Background: an optimization exercise with open tools, aiming at a short achievable clock period and few clock cycles. Do not read the settings as production practice.
Function was checked by simulation only, so behaviour that the tests miss may differ from the original.
Power figures rest on the tool's default switching activity, not on a simulated workload.

// mips
module mips( clk, rst, imem_addr, imem_dout, dmem_addr, dmem_din, dmem_be, dmem_wren, dmem_dout );
Size in the first run: about 4,800 cells after synthesis, about 170 I/O pins, ~61,000 sq um of cells after synthesis.
export LEC_CHECK = 0
export CAP_MARGIN = 20
export CELL_PAD_IN_SITES_DETAIL_PLACEMENT = 1
export CELL_PAD_IN_SITES_GLOBAL_PLACEMENT = 2
export CORE_MARGIN = 2
export CORE_UTILIZATION = 40
export PLACE_DENSITY = 0.6
export SLEW_MARGIN = 20
create_clock -name core_clock -period 12.0 [get_ports {clk}]
standard.sh (not shown) runs the stock make flow with config.mk's settings and CLKGATE_MAP_FILE= SYNTH_SCRIPT=/design/flow/synth_recipe.tcl, a recipe that flattens the netlist after the stock synthesis.
==> flow/flow/run.sh <==
#!/bin/bash
set -uo pipefail
bash standard.sh SETUP_SLACK_MARGIN=8.6 MATCH_CELL_FOOTPRINT=0 \
  "BUFFER_PORTS_ARGS=-buffer_cell sky130_fd_sc_hd__buf_6" finish > flow_standard.log 2>&1
st=$?
tail -5 flow_standard.log
exit $st
Testbench counts at the start, summed over its fixed seeds: cycles 79,317.
==> next run, changes <==
--- a/flow/design.v
+++ b/flow/design.v
@@ -163,35 +163,26 @@
    wire          d_sw    = (op == 6'b101011);
    wire          d_beq   = (op == 6'b000100);
    wire          d_same  = (rs == rt);           
    wire [4:0]    d_dst   = d_rtype ? rd : rt;
    wire          d_wr    = d_valid && (d_addu | d_subu | d_ori | d_lw) && (d_dst != 5'd0);
    wire          stall = d_valid && d_stall;
    wire          d_redirect = d_valid && d_pred && d_far;
-   wire          d_taken;     
    reg [31:0]    rf_a, rf_b;
    integer       k;
    always @(*) begin
       rf_a = 32'd0;
       rf_b = 32'd0;
       for (k = 1; k < 32; k = k + 1) begin
          rf_a = rf_a | (rf_rd[k] & {32{d_rs_oh[k]}});
          rf_b = rf_b | (rf_rd[k] & {32{d_rt_oh[k]}});
       end
    end
    wire [31:0]   d_a = (e_sum & {32{d_fa_e}}) | (m_val & {32{d_fa_m}}) | rf_a;
    wire [31:0]   d_b = (e_sum & {32{d_fb_e}}) | (m_val & {32{d_fb_m}}) | rf_b;
-   wire [31:0]   zt = e_a ^ e_bop;
-   wire [31:0]   zc = (e_a & e_bop) | ((e_a | e_bop) & zt);
-   wire          e_zero = (zt[0] == e_cin) && (zc[30:0] == zt[31:1]);
-   wire          m_zero = (m_res == 32'd0);
-   wire          z_e = (d_fa_e && rt == 5'd0) || (d_fb_e && rs == 5'd0);
-   wire          z_m = !m_load && ((d_fa_m && rt == 5'd0) || (d_fb_m && rs == 5'd0));
-   wire          d_res = d_valid && !stall && d_beq && !d_same && (z_e || z_m);
-   assign        d_taken = d_res && (z_e ? e_zero : m_zero);
    wire [31:0]   d_zimm = {16'd0, imm};
    wire [31:0]   d_simm = {{16{imm[15]}}, imm};
    wire [31:0]   d_bop  = ((d_b ^ {32{d_subu}}) & {32{d_rtype}}) |
                           (d_zimm & ~d_a & {32{d_ori}}) |
                           (d_simm & {32{d_lw | d_sw}});
    wire [29:0]   d_tgt;
    wire          d_tco;
@@ -220,15 +211,15 @@
    wire          y_ld = d_valid && d_lw && !stall;
    wire          f_fa_e = y_wr && (f_rs == d_dst);
    wire          f_fb_e = y_wr && (f_rt == d_dst);
    wire          f_fa_m = e_wr && (f_rs == e_rd);
    wire          f_fb_m = e_wr && (f_rt == e_rd);
    wire          f_stall = y_ld && y_wr &&
                  ((f_use_rs && f_rs == d_dst) || (f_use_rt && f_rt == d_dst));
-   wire          pc_hold = e_taken | stall | d_redirect | d_taken;
+   wire          pc_hold = e_taken | stall | d_redirect;
    wire [31:0]   pc_early = e_taken ? e_target : stall ? pc : d_target;
    wire [31:0]   pc_f = f_j ? {pc[31:28], imem_dout[25:0], 2'b00} :
                         f_b ? {pc4[31:12], f_blo, 2'b00} : pc4;
    always @(posedge clk) begin
       if (rst)
         pc <= 32'd0;
       else
@@ -245,15 +236,15 @@
       if (rst)
         rf_valid <= 31'd0;
       else
         rf_valid <= rf_valid_nx;
    end
    integer r;
    always @(posedge clk) begin
-      if (rst || e_taken || d_redirect || d_taken)
+      if (rst || e_taken || d_redirect)
         d_valid <= 1'b0;
       else if (!stall)
         d_valid <= !f_j;
       if (stall) begin
          d_fa_e <= 1'b0;
          d_fb_e <= 1'b0;
          d_fa_m <= d_fa_e;
@@ -279,15 +270,15 @@
          end
       end
    end
    always @(posedge clk) begin
       if (rst || e_taken || stall || !d_valid) begin
          e_wr <= 1'b0; e_load <= 1'b0; e_store <= 1'b0; e_beq <= 1'b0;
       end else begin
-         e_wr <= d_wr; e_load <= d_lw; e_store <= d_sw; e_beq <= d_beq && !d_same && !d_res;
+         e_wr <= d_wr; e_load <= d_lw; e_store <= d_sw; e_beq <= d_beq && !d_same;
       end
       e_cin <= d_subu;
       e_rd <= d_dst;
       e_rt <= rt;
       e_a <= d_a;
       e_b <= d_b;
       e_bop <= d_bop;
After rerunning: Non-clock buffer count went down by 102; combinational power went down by about a fifth; total power went down by a few percent; die area went down by a few percent; maximum frequency went up by a few percent; clock power went down by a few percent; hold slack is better by 4.1 ps; area after synthesis went down by a few percent; setup slack is better by 100 ps; design area went down by a few percent.
Testbench counts after the change, summed over its fixed seeds: cycles 80,481.

==> separate check: timing with driven ports <==
No port has a modelled driver above. Below, the same layouts with a new extraction and two added sets of constraints.
Step 1: set_driving_cell puts a clkbuf_16 on clk and a buf_2 on each other input, an assumption about the parent block.
Step 2 also shifts input and output timing later by t, the mid clock arrival at the registers, as if the neighbouring blocks saw the same clock.
Slacks: ideal / step 1 / step 2; pairs: ideal / step 1.
| run | t, ns | setup WS [ns] | worst hold slack (ns) |
|---|---|---|---|
| the first run | 0.872 | 8.145 / 8.168 / 7.296 | 0.427 / 0.427 / 0.427 |
| the second run | 0.864 | 8.245 / 8.200 / 7.422 | 0.431 / 0.431 / 0.431 |
After both steps every run listed still meets setup and hold. The setup slack of the first run, which loses most, moves by +0.023 ns with the drivers and by -0.849 ns with both steps.
